This is an optimization exercise on Yosys and OpenROAD, whose aim is small area and a short achievable clock period, not a production implementation. The RTL was checked by simulation tests, not by an equivalence proof against the original design. Power figures rest on the tool's default switching activity, not on a simulated workload.

## north
==> flow/design.v <==
package lagarto0_pkg;
	localparam	XLEN					=	64;
	localparam	ISA_SIZE				=	32;
	localparam	ADDR_SIZE			=	64;
	localparam	VADD_SIZE			=	40;
	localparam	ICACHE_LINE_SIZE	=	64;
	localparam	IBLOCK_BYTE			=	ICACHE_LINE_SIZE/8;
	localparam	ILINE_BYTE_OFFSET	=	$clog2(IBLOCK_BYTE);
	localparam	ICACHE_SIZE			=	1024*2;
	localparam	ICACHE_MEM_DEPTH	=	ICACHE_SIZE/IBLOCK_BYTE;
	localparam	ICACHE_IDX_SIZE	=	$clog2(ICACHE_MEM_DEPTH);
	localparam	ICACHE_VPN_SIZE	=	VADD_SIZE-ICACHE_IDX_SIZE-ILINE_BYTE_OFFSET;
	localparam	FETCH_WIDTH			=	ICACHE_LINE_SIZE/ISA_SIZE;
	localparam	ISSUE_WIDTH			=	1;
	localparam	RESET_ADDRESS		=	64'h0000_0000_0000_0000;
	localparam	IQUEUE_DEPTH		=	4;
	localparam	IQUEUE_ADDR_SIZE	=	$clog2(IQUEUE_DEPTH);		
endpackage 
import	lagarto0_pkg::*;
module iqueue(
	input												clk_i,
	input												rst_ni,
	input												flush_i,
	input												wr_i,
	input				[ICACHE_LINE_SIZE-1:0]	data_i,
	input												rd_i,
	output reg		[ISA_SIZE-1:0]				data_o,
	output wire										full_o,
	output wire										empty_o
);
	reg				[1:0]						addr_rd;
	reg											addr_wr;	 
	reg				[ISA_SIZE-1:0]				mem0, mem1, mem2, mem3;
	reg				[3:0]						valid;
	wire			wen	= wr_i & ~full_o;
	wire			ren	= rd_i & ~flush_i & ~wen & ~empty_o;
	wire	[3:0]	sel	= {4{ren}} & (4'b0001 << addr_rd);
	always @(posedge clk_i)
	begin
		if (wen & ~addr_wr)
		begin
			mem0 <= data_i[ISA_SIZE-1:0];
			mem1 <= data_i[XLEN-1:ISA_SIZE];
		end
		if (wen & addr_wr)
		begin
			mem2 <= data_i[ISA_SIZE-1:0];
			mem3 <= data_i[XLEN-1:ISA_SIZE];
		end
		data_o <= ({ISA_SIZE{sel[0]}} & mem0) | ({ISA_SIZE{sel[1]}} & mem1) |
		          ({ISA_SIZE{sel[2]}} & mem2) | ({ISA_SIZE{sel[3]}} & mem3) |
		          ({ISA_SIZE{~ren}} & data_o);
	end
	always @(posedge clk_i)
	begin
		if (!rst_ni || flush_i)
		begin
			valid		<=	4'b0000;
			addr_rd	<=	2'b00;
			addr_wr	<=	1'b0;
		end
		else if (wen)
		begin
			if (addr_wr)	valid[3:2] <= 2'b11;
			else				valid[1:0] <= 2'b11;
			addr_wr		<=	~addr_wr;
		end
		else if (!empty_o)
		begin
			valid[addr_rd]	<=	1'b0;
			addr_rd 			<=	addr_rd + 1'b1;
		end
	end
	assign	empty_o = ~(|valid);
	assign	full_o	= &valid;
endmodule
import	lagarto0_pkg::*;
module Fetch (
	input										clk_i,
	input										rst_ni,
	input		[ICACHE_LINE_SIZE-1:0]	if_instblock_i,
	input										hit_i,
	input										redirect_i,
	input		[ADDR_SIZE-1:0]	redirect_pc_i,
	output		 [ADDR_SIZE-1:0]	pc_next_o,
	output			  [ISA_SIZE-1:0]	if_inst_o
);
	wire							iq_full_w;
	wire							iq_empty_w;
	localparam	NB = ADDR_SIZE-2;			 
	localparam	CW = 8;						 
	localparam	NC = (NB+CW-1)/CW;			 
	reg		[NB-1:0]		p;
	reg		[NC-2:0]		ones;
	wire					en = ~iq_full_w;
	wire	[NC-1:0]		cin;				 
	wire	[NB-1:0]		carry;				 
	wire	[NC-2:0]		ones_inc;			 
	wire	[NC-2:0]		ones_redir;			 
	genvar k, m;
	generate
		for (k=0; k<NC; k=k+1) begin : g_chunk
			localparam LO = k*CW;
			localparam W  = (NB-LO < CW) ? NB-LO : CW;
			if (k == 0)	assign cin[k] = en;
			else			assign cin[k] = en & (&ones[k-1:0]);
			for (m=0; m<W; m=m+1) begin : g_bit
				if (m == 0)	assign carry[LO+m] = cin[k];
				else			assign carry[LO+m] = cin[k] & (&p[LO+m-1:LO]);
			end
			if (k < NC-1) begin : g_flag
				assign ones_inc[k]   = cin[k] ? ((&p[LO+W-1:LO+1]) & ~p[LO]) : ones[k];
				assign ones_redir[k] = &redirect_pc_i[LO+W+1:LO+2];
			end
		end
	endgenerate
	always @(posedge clk_i)
	begin
		if (!rst_ni)
		begin
			p		<= RESET_ADDRESS[ADDR_SIZE-1:2];
			ones	<= {(NC-1){1'b0}};
		end
		else if (redirect_i)
		begin
			p		<= redirect_pc_i[ADDR_SIZE-1:2];
			ones	<= ones_redir;
		end
		else
		begin
			p		<= p ^ carry;
			ones	<= ones_inc;
		end
	end
	assign	pc_next_o = {p, 2'b00};
	iqueue IQ_Fetch(
		.clk_i		(clk_i),
		.rst_ni		(rst_ni),
		.flush_i		(redirect_i),
		.wr_i			(hit_i),
		.data_i		(if_instblock_i),
		.rd_i			(1'b1),
		.data_o		(if_inst_o),
		.full_o		(iq_full_w),
		.empty_o		(iq_empty_w)
	);
endmodule
Settings: LEC_CHECK=0, CAP_MARGIN=20, CORE_MARGIN=2, CORE_UTILIZATION=60, PLACE_DENSITY=0.7, SETUP_SLACK_MARGIN=1.2, SLEW_MARGIN=20; clock period 2.8 ns.
standard.sh (not shown) runs the stock make flow with config.mk's settings and CLKGATE_MAP_FILE= SYNTH_SCRIPT=/design/flow/synth_recipe.tcl, a recipe that flattens the netlist after the stock synthesis.
==> flow/flow/run.sh <==
#!/bin/bash
# Standard ORFS layout (the standard.sh) with two changes:
#  - plain buf_1 cells as the port buffers (ORFS picks clkdlybuf4s50_1 by default),
#  - CTS with larger sink clusters and no dummy loads.
# Each ORFS step writes its own log under orfs/logs/; make's output goes to standard.log.
set -euo pipefail
export BUFFER_PORTS_ARGS="-buffer_cell sky130_fd_sc_hd__buf_1"
export CTS_ARGS="-sink_clustering_enable -repair_clock_nets -dont_use_dummy_load -sink_clustering_size 25 -sink_clustering_max_diameter 80 -buf_list sky130_fd_sc_hd__clkbuf_16"
bash standard.sh > standard.log 2>&1
Setup changes, north to south
diff --git a/flow/design.v b/flow/design.v
--- a/flow/design.v
+++ b/flow/design.v
@@ -25,57 +25,66 @@
 	input				[ICACHE_LINE_SIZE-1:0]	data_i,
 	input												rd_i,
 	output reg		[ISA_SIZE-1:0]				data_o,
 	output wire										full_o,
 	output wire										empty_o
 );
-	reg				[1:0]						addr_rd;
+	reg				[3:0]						rsel;		 
 	reg											addr_wr;	 
 	reg				[ISA_SIZE-1:0]				mem0, mem1, mem2, mem3;
 	reg				[3:0]						valid;
-	wire			wen	= wr_i & ~full_o;
-	wire			ren	= rd_i & ~flush_i & ~wen & ~empty_o;
-	wire	[3:0]	sel	= {4{ren}} & (4'b0001 << addr_rd);
+	reg											full_q;		 
+	reg											empty_q;	 
+	wire			wen	= wr_i & ~full_q;
+	wire			ren	= rd_i & ~flush_i & ~wen & ~empty_q;
 	always @(posedge clk_i)
 	begin
 		if (wen & ~addr_wr)
 		begin
 			mem0 <= data_i[ISA_SIZE-1:0];
 			mem1 <= data_i[XLEN-1:ISA_SIZE];
 		end
 		if (wen & addr_wr)
 		begin
 			mem2 <= data_i[ISA_SIZE-1:0];
 			mem3 <= data_i[XLEN-1:ISA_SIZE];
 		end
-		data_o <= ({ISA_SIZE{sel[0]}} & mem0) | ({ISA_SIZE{sel[1]}} & mem1) |
-		          ({ISA_SIZE{sel[2]}} & mem2) | ({ISA_SIZE{sel[3]}} & mem3) |
-		          ({ISA_SIZE{~ren}} & data_o);
+		if (ren)
+			data_o <= ({ISA_SIZE{rsel[0]}} & mem0) | ({ISA_SIZE{rsel[1]}} & mem1) |
+			          ({ISA_SIZE{rsel[2]}} & mem2) | ({ISA_SIZE{rsel[3]}} & mem3);
 	end
+	wire			other_full	= addr_wr ? (&valid[1:0]) : (&valid[3:2]);
+	wire			one_left		= ~|(valid & ~rsel);
 	always @(posedge clk_i)
 	begin
 		if (!rst_ni || flush_i)
 		begin
 			valid		<=	4'b0000;
-			addr_rd	<=	2'b00;
+			rsel		<=	4'b0001;
 			addr_wr	<=	1'b0;
+			full_q	<=	1'b0;
+			empty_q	<=	1'b1;
 		end
 		else if (wen)
 		begin
 			if (addr_wr)	valid[3:2] <= 2'b11;
 			else				valid[1:0] <= 2'b11;
 			addr_wr		<=	~addr_wr;
+			full_q		<=	other_full;
+			empty_q		<=	1'b0;
 		end
-		else if (!empty_o)
+		else if (!empty_q)
 		begin
-			valid[addr_rd]	<=	1'b0;
-			addr_rd 			<=	addr_rd + 1'b1;
+			valid				<=	valid & ~rsel;
+			rsel				<=	{rsel[2:0], rsel[3]};
+			full_q			<=	1'b0;
+			empty_q			<=	one_left;
 		end
 	end
-	assign	empty_o = ~(|valid);
-	assign	full_o	= &valid;
+	assign	empty_o = empty_q;
+	assign	full_o	= full_q;
 endmodule
 import	lagarto0_pkg::*;
 module Fetch (
 	input										clk_i,
 	input										rst_ni,
 	input		[ICACHE_LINE_SIZE-1:0]	if_instblock_i,
Results
- south gives less length of the first detailed-routing pass in iterations than north did.
- Compared with north, power in sequential cells in south decreased by a few percent.
- [compare] base=north new=south: critical path depth fell 4, minimum setup slack after placement rose 0.57 ns, share of the clock period used by the worst path fell 4.9 points, area taken by multi-input logic gates fell 28%, post-synthesis simple-gate area fraction fell 1.4 points.
- south does better than north on overall die area.
- Compared with north, final cell count in south decreased by a little under 10%.
- Of south and north, it is south that has the higher sequential cell count.
- Xor/xnor cell area share of the yosys netlist up 0.78 points in south wrt north
- Compared with north, in south net switching power of the design shows a reduction of about 18%; total chip power decreased by 9.1% relative to the old numbers.

afterwards: timing with drivers on the ports:
Ports are ideal in the flow. The routed layouts listed here were re-timed in OpenROAD. Step 1 (the two cells are an assumption about what drives the block):
set clk [get_ports {clk_i}]
set_driving_cell -lib_cell sky130_fd_sc_hd__clkbuf_16 $clk
set_driving_cell -lib_cell sky130_fd_sc_hd__buf_2 [delete_from_list [all_inputs] $clk]
Step 2 moves the port delays by t, midway between the first and last clock arrival at a register: inputs arrive t later, outputs are due t later. That takes back most of the time a late clock gives input paths. Slacks: ideal ports / drivers / drivers and shift; pairs: ideal ports / drivers.
| run | t (ns) | slack for setup (ns) | hold WS [ns] | worst slew at a driven data input, ns |
|---|---|---|---|---|
| north | 0.501 | 1.069 / 1.069 / 0.615 | 0.272 / 0.253 / 0.499 | 0.07 |
| south | 0.512 | 1.207 / 1.163 / 0.794 | 0.286 / 0.264 / 0.493 | 0.06 |
After both steps every run listed still meets setup and hold. For north, which loses most, drivers alone change the setup slack by 0.000 ns; drivers and shift together by -0.454 ns.
